This design comes from an exercise in tuning for small area on the open sky130 flow, not from production work.
The RTL of this run was laid out without a check of its function.
No activity file was given, so power comes from the tool's default toggle rates.

==> flow/design.v <==
`timescale 1ns / 1ps
`default_nettype none
module ay_3_8192 (
  input wire clk,
  input wire clken,
  input wire rst_n,
  input wire a8,
  input wire bdir,
  input wire bc1,
  input wire bc2,
  input wire [7:0] din,
  output reg [7:0] dout,
  output reg oe_n,
  output reg [7:0] channel_a,
  output reg [7:0] channel_b,
  output reg [7:0] channel_c,
  input wire [7:0] port_a_din,
  output wire [7:0] port_a_dout,
  output wire port_a_oe_n
  );
  reg [11:0] period_a, period_b, period_c;
  reg [4:0] noise_period;
  reg [7:0] enable_chan;
    wire input_enable_b_n = enable_chan[7];
    wire input_enable_a_n = enable_chan[6];
    assign port_a_oe_n    = ~enable_chan[6];   
    wire enable_noise_c_n = enable_chan[5];
    wire enable_noise_b_n = enable_chan[4];
    wire enable_noise_a_n = enable_chan[3];
    wire enable_tone_c_n  = enable_chan[2];
    wire enable_tone_b_n  = enable_chan[1];
    wire enable_tone_a_n  = enable_chan[0];
  reg ampmode_a, ampmode_b, ampmode_c;
  reg [3:0] amp_a, amp_b, amp_c;
  reg [15:0] envelope_period;
  reg [3:0] envelope_shape;
    wire cont   = envelope_shape[3];
    wire attack = envelope_shape[2];
    wire altern = envelope_shape[1];
    wire hold   = envelope_shape[0];
  reg [7:0] reg_port_a, reg_port_b;
  assign port_a_dout = reg_port_a;
  reg [7:0] regaddr;
  always @(posedge clk) begin
    if (rst_n == 1'b0) begin
      regaddr         <= 4'h0;
      period_a        <= 12'h000;
      period_b        <= 12'h000;
      period_c        <= 12'h000;
      noise_period    <= 5'b00000;
      enable_chan     <= 8'hFF;
      ampmode_a       <= 1'b0;
      ampmode_b       <= 1'b0;
      ampmode_c       <= 1'b0;
      amp_a           <= 4'b0000;
      amp_b           <= 4'b0000;
      amp_c           <= 4'b0000;
      envelope_period <= 16'h0000;
      envelope_shape  <= 4'b0000;
      reg_port_a      <= 8'h00;
      reg_port_b      <= 8'h00;
    end
    else begin  
      if (a8 == 1'b1) begin
        case ({bdir,bc2,bc1})
          3'b001,
          3'b100,
          3'b111: regaddr <= din;   
          3'b110: 
            begin  
              if (regaddr[7:4] == 4'b0000) begin
                case (regaddr[3:0])
                  4'd0 : period_a[7:0]         <= din;
                  4'd1 : period_a[11:8]        <= din[3:0];
                  4'd2 : period_b[7:0]         <= din;
                  4'd3 : period_b[11:8]        <= din[3:0];
                  4'd4 : period_c[7:0]         <= din;
                  4'd5 : period_c[11:8]        <= din[3:0];
                  4'd6 : noise_period          <= din[4:0];
                  4'd7 : enable_chan           <= din;
                  4'd8 : {ampmode_a,amp_a}     <= din[4:0];
                  4'd9 : {ampmode_b,amp_b}     <= din[4:0];
                  4'd10: {ampmode_c,amp_c}     <= din[4:0];
                  4'd11: envelope_period[7:0]  <= din;
                  4'd12: envelope_period[15:8] <= din;
                  4'd13: envelope_shape        <= din[3:0];
                  4'd14: reg_port_a            <= din;
                  4'd15: reg_port_b            <= din;
                endcase
              end
            end
        endcase
      end
    end
  end
  reg reset_envelope;
  always @* begin
    if (a8 == 1'b1 && {bdir,bc2,bc1} == 3'b110 && regaddr == 8'd13)
      reset_envelope = 1'b1;
    else
      reset_envelope = 1'b0;
  end
  always @* begin
    dout = 8'hFF;
    oe_n = 1'b1;
    if (a8 == 1'b1) begin
      if ({bdir,bc2,bc1} == 3'b011) begin
        if (regaddr[7:4] == 4'b0000) begin
          oe_n = 1'b0;
          case (regaddr[3:0])
            4'd0 : dout = period_a[7:0];
            4'd1 : dout = {4'b0000, period_a[11:8]};
            4'd2 : dout = period_b[7:0];
            4'd3 : dout = {4'b0000, period_b[11:8]};
            4'd4 : dout = period_c[7:0];
            4'd5 : dout = {4'b0000, period_c[11:8]};
            4'd6 : dout = {3'b000, noise_period};
            4'd7 : dout = enable_chan;
            4'd8 : dout = {3'b000, ampmode_a, amp_a};
            4'd9 : dout = {3'b000, ampmode_b, amp_b};
            4'd10: dout = {3'b000, ampmode_c, amp_c};
            4'd11: dout = envelope_period[7:0];
            4'd12: dout = envelope_period[15:8];
            4'd13: dout = {4'b0000, envelope_shape};
            4'd14: dout = (input_enable_a_n == 1'b0)? port_a_din : reg_port_a;
            4'd15: dout = (input_enable_b_n == 1'b0)? 8'hFF : reg_port_b;   
            default: dout = 8'hFF;
          endcase
        end
      end
    end
  end
  reg [15:0] divprescaler; 
  wire clken_presc = divprescaler[0] | divprescaler[8];
  wire clken_presc_env = divprescaler[0];
  always @(posedge clk) begin
    if (rst_n == 1'b0)
      divprescaler <= 16'h0001;
    else if (clken == 1'b1)
      divprescaler <= {divprescaler[14:0], divprescaler[15]};
  end
  reg tone_a, tone_b, tone_c, tone_noise;
  reg [11:0] counter_tone_a, counter_tone_b, counter_tone_c;
  reg [4:0] counter_noise;
  reg [16:0] noise_shiftreg;
  always @(posedge clk) begin
    if (rst_n == 1'b0) begin
      tone_a <= 1'b0;
      tone_b <= 1'b0;
      tone_c <= 1'b0;
      tone_noise <= 1'b0;
      counter_tone_a <= 12'h001;
      counter_tone_b <= 12'h001;
      counter_tone_c <= 12'h001;
      counter_noise <= 5'b00001;
      noise_shiftreg <= 17'h00001;
    end
    else begin
      if (clken == 1'b1 && clken_presc == 1'b1) begin
        if (counter_tone_a >= period_a) begin
          tone_a <= ~tone_a;
          counter_tone_a <= 12'h001;
        end
        else begin
          counter_tone_a <= counter_tone_a + 12'h001;
        end
        if (counter_tone_b >= period_b) begin
          tone_b <= ~tone_b;
          counter_tone_b <= 12'h001;
        end
        else begin
          counter_tone_b <= counter_tone_b + 12'h001;
        end
        if (counter_tone_c >= period_c) begin
          tone_c <= ~tone_c;
          counter_tone_c <= 12'h001;
        end
        else begin
          counter_tone_c <= counter_tone_c + 12'h001;
        end
        if (counter_noise >= noise_period) begin
          counter_noise <= 5'b00001;
          noise_shiftreg <= {noise_shiftreg[0] ^ noise_shiftreg[3], noise_shiftreg[16:1]};
          tone_noise <= tone_noise ^ noise_shiftreg[0];   
        end
        else begin
          counter_noise <= counter_noise + 5'b00001;
        end
      end  
    end   
  end   
  wire tone_noise_a = (tone_a | enable_tone_a_n) & (tone_noise | enable_noise_a_n);
  wire tone_noise_b = (tone_b | enable_tone_b_n) & (tone_noise | enable_noise_b_n);
  wire tone_noise_c = (tone_c | enable_tone_c_n) & (tone_noise | enable_noise_c_n);
  reg [3:0] envelope;
  reg [4:0] envelope_sample_seq;
  reg env_shape_first_period;
  reg [15:0] counter_envelope;
  always @(posedge clk) begin
    if (rst_n == 1'b0 || reset_envelope == 1'b1) begin
      envelope_sample_seq <= 5'h00;
      env_shape_first_period <= 1'b1;
      counter_envelope <= 16'h0001;
    end
    else begin
      if (clken == 1'b1 && clken_presc_env == 1'b1) begin
        if (counter_envelope >= envelope_period) begin
          counter_envelope <= 16'h0001;
          if (envelope_sample_seq == 5'b0_1111)
            env_shape_first_period <= 1'b0;
          envelope_sample_seq <= envelope_sample_seq + 5'h01;
        end
        else
          counter_envelope <= counter_envelope + 16'd1;
      end
    end
  end
  always @* begin
    envelope = 4'b1111;
    if (env_shape_first_period == 1'b1) begin    
      if (attack == 1'b1)                        
        envelope = envelope_sample_seq[3:0];
      else
        envelope = ~envelope_sample_seq[3:0];
    end
    else begin                                   
      if (cont == 1'b0)                          
        envelope = 4'b0000;
      else begin                                
        if (hold == 1'b1) begin                  
          case ({attack,altern})
            2'b00, 2'b11: envelope = 4'b0000;
            2'b01, 2'b10: envelope = 4'b1111;
          endcase
        end
        else begin                               
          case ({attack,altern})
            2'b00: envelope = ~envelope_sample_seq[3:0];
            2'b01: 
              if (envelope_sample_seq[4] == 1'b0)
                envelope = ~envelope_sample_seq[3:0];
              else
                envelope = envelope_sample_seq[3:0];
            2'b10: envelope = envelope_sample_seq[3:0];
            2'b11:
              if (envelope_sample_seq[4] == 1'b0)
                envelope = envelope_sample_seq[3:0];
              else
                envelope = ~envelope_sample_seq[3:0];
          endcase
        end
      end
    end
  end
  reg [3:0] linear_chan_a, linear_chan_b, linear_chan_c;
  always @(posedge clk) begin
    if (clken == 1'b1) begin
      linear_chan_a <= ((ampmode_a == 1'b0)? amp_a : envelope) & {4{tone_noise_a}};
      linear_chan_b <= ((ampmode_b == 1'b0)? amp_b : envelope) & {4{tone_noise_b}};
      linear_chan_c <= ((ampmode_c == 1'b0)? amp_c : envelope) & {4{tone_noise_c}};
    end
  end
  localparam [127:0] lin2log = {8'd255, 8'd208, 8'd166, 8'd130,
                                8'd98,  8'd77,  8'd55,  8'd34,
                                8'd29,  8'd18,  8'd13,  8'd9,
                                8'd6,   8'd4,   8'd3,   8'd0};
  always @(posedge clk) begin
    if (clken == 1'b1) begin
      channel_a <= lin2log[linear_chan_a*8 +: 8];
      channel_b <= lin2log[linear_chan_b*8 +: 8];
      channel_c <= lin2log[linear_chan_c*8 +: 8];
    end
  end
endmodule
`timescale 1ns / 1ps
`default_nettype none
module turbosound (
    input wire clk,
		input wire clk35en,
		input wire clk175en,
    input wire reset_n,
    input wire disable_ay,
    input wire disable_turboay,
    input wire bdir,
    input wire bc1,
    input wire [7:0] din,
    output reg [7:0] dout,
    output reg oe,
    output reg midi_out,
    output wire [23:0] audio_out_ay1_splitted,
    output wire [23:0] audio_out_ay2_splitted
    );
	reg ay_select;
	always @(posedge clk) begin
		if (reset_n==1'b0)
			ay_select <= 1'b1;    
		else if (disable_ay == 1'b0 && disable_turboay == 1'b0 && bdir && bc1 && din[7:1]==7'b1111111)   
			ay_select <= din[0];   
	end
	wire oe_n_ay1, oe_n_ay2;
	wire [7:0] dout_ay1, dout_ay2;
  wire [7:0] port_a_ay1, port_a_ay2;
  always @* begin
    if (ay_select == 1'b0) begin
      midi_out = port_a_ay2[2];
      dout = dout_ay2;
      if (!disable_ay && !disable_turboay)
        oe = ~oe_n_ay2;
      else
        oe = 1'b0;
    end
    else begin
      midi_out = port_a_ay1[2];
      dout = dout_ay1;
      if (!disable_ay)
        oe = ~oe_n_ay1;
      else
        oe = 1'b0;
    end
  end
  ay_3_8192 ay1 (
    .clk(clk),
	  .clken(~disable_ay & clk175en),
	  .rst_n(reset_n),
	  .a8(ay_select),
	  .bdir(bdir),
	  .bc1(bc1),
	  .bc2(1'b1),
	  .din(din),
	  .dout(dout_ay1),
	  .oe_n(oe_n_ay1),
	  .channel_a(audio_out_ay1_splitted[23:16]),
	  .channel_b(audio_out_ay1_splitted[15:8]),
	  .channel_c(audio_out_ay1_splitted[7:0]),
    .port_a_din(8'h00),
	  .port_a_dout(port_a_ay1),
	  .port_a_oe_n()
  );
  ay_3_8192 ay2 (
    .clk(clk),
	  .clken(~disable_ay & ~disable_turboay & clk175en),
	  .rst_n(reset_n),
	  .a8(~ay_select),
	  .bdir(bdir),
	  .bc1(bc1),
	  .bc2(1'b1),
	  .din(din),
	  .dout(dout_ay2),
	  .oe_n(oe_n_ay2),
	  .channel_a(audio_out_ay2_splitted[23:16]),
	  .channel_b(audio_out_ay2_splitted[15:8]),
	  .channel_c(audio_out_ay2_splitted[7:0]),
    .port_a_din(8'h00),
	  .port_a_dout(port_a_ay2),
	  .port_a_oe_n()
  );
endmodule
==> flow/run.sh <==
#!/bin/bash
# synth_recipe.tcl (not shown) runs the flow's synth.tcl, then flattens the netlist and writes it again
# the make line also repeats each setting of config.mk as NAME=value (left out here)
make -C /OpenROAD-flow-scripts/flow DESIGN_CONFIG=/design/flow/config.mk WORK_HOME=/design/flow/orfs CLKGATE_MAP_FILE= SYNTH_SCRIPT=/design/flow/synth_recipe.tcl finish
==> flow/config.mk <==
export PLATFORM = sky130hd
export DESIGN_NAME = turbosound
export DESIGN_NICKNAME = turbosound
export VERILOG_FILES = /design/flow/design.v
export SDC_FILE = /design/flow/constraint.sdc
export NUM_CORES = 4
export LEC_CHECK = 0
export CAP_MARGIN = 20
export CORE_MARGIN = 2
export CORE_UTILIZATION = 40
export SLEW_MARGIN = 20
==> flow/constraint.sdc <==
create_clock -name core_clock -period 10.0 [get_ports {clk}]
set_input_delay 2.0000 -clock core_clock [delete_from_list [all_inputs] [get_ports {clk}]]
set_output_delay 2.0000 -clock core_clock [all_outputs]
set_load 0.01 [all_outputs]
==> run notes <==
The global-route wire length before repair came out at 107 mm. The Yosys step of the flow raised 2 warnings. The combinational share of power came out at 0.057.

The pin slew with the least headroom to its limit came out at around 1.0 ns. After clock tree synthesis, the repair step resized 0 gates. In this design, the stage delay of the slowest critical-path cell is 0.60 ns. Once detail routing completed, the nets flagged for antenna violations numbered 0. The largest fanout on the critical path is 5. The family with the most delay on the worst path is simple AND/OR/NAND/NOR gates. Synthesis handed over a netlist of approximately 3000 instances.

The detailed router's first-iteration violation count came out at 1698. The startpoint type of the worst setup path is a primary input. The mean instance size in the synthesized netlist came out at 8.46 µm². Together, buffers and inverters on the worst path number 2. On the critical path, the stage with the largest delay is an instance of sky130_fd_sc_hd__nor3b_1. The worst hold margin came out at 0.455 ns. The number of CTS-inserted buffers is 51.

The number of sinks on the clock net is 489. The layout cell share with drive strength beyond 1 came out at 0.0507. The layer flagged by global routing as most heavily used is met2. The summed instance area of the synthesized netlist came out at 0.0248 mm². The initial antenna violation count is 2. The area added between synthesis and finish is 12.3%.

The total vias in the final route came out at a little over 20000. The root buffer cell is sky130_fd_sc_hd__clkbuf_16. The largest clock skew in the final design came out at approximately 0.015 ns. Traced cell by cell, the critical path runs through clkdlybuf4s50_1 > nand2b_1 > nor3b_1 > nand2_1 > a2111oi_0 > nor3b_1 > clkdlybuf4s50_1.

The number of fill cells in the layout came out at 5858. The overall routed net length is 67.2 mm. The die covers approximately 0.064 mm². The final setup violation count is 0. TritonCTS built the clock tree. The count of max-cap constraint violations is 0.

The H-tree was split into 2 levels. The detail-routed via count per cell is 5.52. The power dissipated by switching net loads is a little under 0.001 W. The I/O pin count is between 70 and 80. The pin count of the biggest net entering global routing is 106. The total area inside the core boundary comes to 0.0615 mm².

The max-slew violation total from the final report came to 0. The met3 global-route usage is 0.0335. The power density relative to cell area came out at 153 mW/mm². The initial utilization of the core area, before any placement, comes to 0.403. After clock tree synthesis, the setup repair step added 0 buffers. In this run the horizontal extent of the chip is approximately 250 µm. The number of buffers on the longest clock path is 3. The number of optimization iterations in the first detailed-route pass is 6. The placement row count came out at 91. The most common library cell in the layout ignoring fill and taps is sky130_fd_sc_hd__nand2_1. Synthesis produced a netlist with a net count of 3102.

The register clock-pin slew on the reported worst setup and hold paths is 0.06 ns. Synthesis inferred just under 500 register bits. The sum of negative setup slack is 0 ns. Data arrives at the worst endpoint at 4.75 ns. The placer congestion estimate is 0.921. The min-delay analysis places its worst path in the category reg -> reg. The number of port buffers came out at 72. The count of endpoints failing hold in the final timing report came out at 0. The share of power burned in registers came out at 0.480. The leakage component of the power is 10.5 nW.

The net switching fraction of the power came out at 0.233. The clock network fraction of total power is 0.464. The distinct cell type count after synthesis came out at 80. The number of enable flip-flop cells after synthesis is 72. The worst voltage drop across the vdd grid is 110 µV.

The fraction of met1 tracks used by global routing came out at 0.293. The number of global-route vias before repair came out at 19700. The post-layout net count is 3094. The number of diodes came out at 0. The share of synthesized flip-flops with an asynchronous set or reset came out at 0.

Cell internal power was estimated by the tool at between 0.003 and 0.004 W. The minimum clock period after layout came out at 6.75 ns. STA classifies the critical path endpoint as a primary output.

The critical path in this run is classified as in -> out. The die height is 253 µm. Clock latency on the worst-skew pair, taken at its later pin, is 0.59 ns.

For this run, the leading register cell type out of synthesis is sky130_fd_sc_hd__dfxtp_1. The global routing usage summed across all routing layers came out at 0.208. Across all register-to-register paths, the minimum setup slack is 6.81 ns.

The total congestion overflow after global routing is 0. The number of hold buffers added after CTS came out at 0. The detailed-route wire length per cell came out at around 18 µm. The wire-length estimate of the detail-placed layout is 46.8 mm. The met2 routing resource usage after global routing is 0.326. The final routed DRC violation total is 0.

The run finished with no timing, DRC or antenna violations. The normalized max-slew margin is 0.308. STA puts the critical path data required time at 8.00 ns. Static timing analysis puts the maximum clock frequency at 0.148 GHz. Of the available clock period, the critical path in the final layout requires 0.675.

In the layout the commonest cells are sky130_fd_sc_hd__nand2_1 (422), sky130_fd_sc_hd__dfxtp_1 (417), sky130_fd_sc_hd__nor2_1 (273). Setup repair after global routing left no endpoint under its margin. Of the synthesized area, sequential elements account for 0.424.
synth_stat cells (19+ instances only):
cell                         n  area share
sky130_fd_sc_hd__a21oi_1   256       0.052
sky130_fd_sc_hd__nor3_1     22      0.0044
sky130_fd_sc_hd__xnor2_1    37       0.013
sky130_fd_sc_hd__nand4_1    32      0.0081
sky130_fd_sc_hd__xor2_1     76       0.027
sky130_fd_sc_hd__and2_1     24      0.0061
sky130_fd_sc_hd__nor2_1    275       0.042
sky130_fd_sc_hd__mux2i_1   134       0.054
sky130_fd_sc_hd__clkbuf_1  139       0.021
sky130_fd_sc_hd__nand3_1   211       0.043
sky130_fd_sc_hd__dfxtp_1   417        0.34
sky130_fd_sc_hd__and3_1     30      0.0076
sky130_fd_sc_hd__nand2_1   422       0.064
sky130_fd_sc_hd__nand2b_1   38      0.0096
sky130_fd_sc_hd__ha_1      158       0.080
sky130_fd_sc_hd__nor2b_1    22      0.0056
sky130_fd_sc_hd__a211oi_1   42       0.013
sky130_fd_sc_hd__o22ai_1    19      0.0048
sky130_fd_sc_hd__inv_1     157       0.024
sky130_fd_sc_hd__edfxtp_1   72       0.087
sky130_fd_sc_hd__o21ai_0   102       0.021
sky130_fd_sc_hd__buf_2      21      0.0042
through the flow:
step | std cells | setup WS [ns] | utilization | power [W] | area (µm²)
after floorplan | 2928 | 4.81 | - | 0.00223 | 24800
after CTS | 3749 | 3.25 | 0.452 | 0.00429 | 27800
final | 3749 | 3.25 | 0.452 | 0.00425 | 27800
after detailed placement | 3657 | 3.26 | 0.425 | 0.00232 | 26100
after global placement | 3657 | 3.22 | 0.425 | 0.00232 | 26100
after global routing | 3749 | 3.05 | 0.452 | 0.00439 | 27800
worst min-delay path, delay by kind of cell (launching register included):
family,cells,cell delay (ns)
flip-flops,1,0.31
AND/OR/NAND/NOR,1,0.05
AO/OA/AOI/OAI,1,0.05
registers in the layout, indices dropped and copies added (netlist names), 16 cells and up:
| signal | cells |
|---|---|
| ay1.counter_envelope | 16 |
| ay1.divprescaler | 16 |
| ay1.envelope_period | 16 |
| ay1.noise_shiftreg | 17 |
| ay2.counter_envelope | 16 |
| ay2.divprescaler | 16 |
| ay2.envelope_period | 16 |
| ay2.noise_shiftreg | 17 |
power by group through the flow:
| stage | registers [W] | logic [W] | clock network (W) |
|---|---|---|---|
| finish | 0.00204 | 0.000242 | 0.00197 |
| global route | 0.00204 | 0.000263 | 0.00208 |
| CTS | 0.00204 | 0.000241 | 0.00201 |
| detailed placement | 0.00208 | 0.000240 | 0 |
| global placement | 0.00208 | 0.000233 | 0 |
| floorplan | 0.00208 | 0.000152 | 0 |
cell families (layout without fill, tap and decap cells):
logic type,Yosys count,in the layout,share of synthesized area
simple gates,1131,1131,0.207
compound gates,561,561,0.136
flops,489,489,0.424
buf+inv,332,363,0.0518
fa+ha+maj,158,158,0.0798
mux,144,144,0.0610
xor+xnor,113,113,0.0400
cell type report:
type,count,area (µm²),share of cell area
Clock buffer,77,1470,0.0528
Clock inverter,15,233,0.00837
Inverter,160,609,0.0219
Multi-Input combinational cell,2107,13000,0.467
Sequential cell,489,10500,0.378
Tap cell,790,988,0.0355
Timing Repair Buffer,111,1010,0.0363
path summary, 6_finish.rpt:
check                                          from                       end  cells after the start
worst max-delay path                            bc1                   dout[3]                      7
worst min-delay path            ay1.divprescaler[5]       ay1.divprescaler[6]                      2
worst max register to register       ay1.regaddr[0]  ay1.counter_envelope[15]                      6
worst min register to register  ay1.divprescaler[5]       ay1.divprescaler[6]                      2
metal layers:
metal	share of wire	wire length, µm	vias up
met5	0.00031	21	-
met4	0.030	2040	4
met3	0.060	4030	141
met2	0.44	29800	581
met1	0.47	31400	9873
li1	-	-	10100

[static timing again, ports no longer ideal]
How much do the figures lean on ideal ports? The routed layout below was timed once more, with nothing changed but the port constraints.
Step 1: set_driving_cell puts a clkbuf_16 on clk and a buf_2 on each other input, an assumption about the parent block.
Step 2 times the ports against the registers' clock, not the clock port: input delays grow and output delays shrink by t, the midpoint of the rising clock arrivals with the driver on.
Three values: ideal ports, drivers, drivers and shift; two values: the first two.
t (ns): 0.649
setup slack, ns: 3.247 / 3.167 / 3.167
hold slack, ns: 0.455 / 0.455 / 0.455
worst setup path after step 2: input to output
worst register clock-pin slew, ns: 0.07 / 0.07
After both steps setup and hold are still met in this run. The setup slack of this run moves by -0.080 ns with the drivers and by -0.080 ns with both steps.
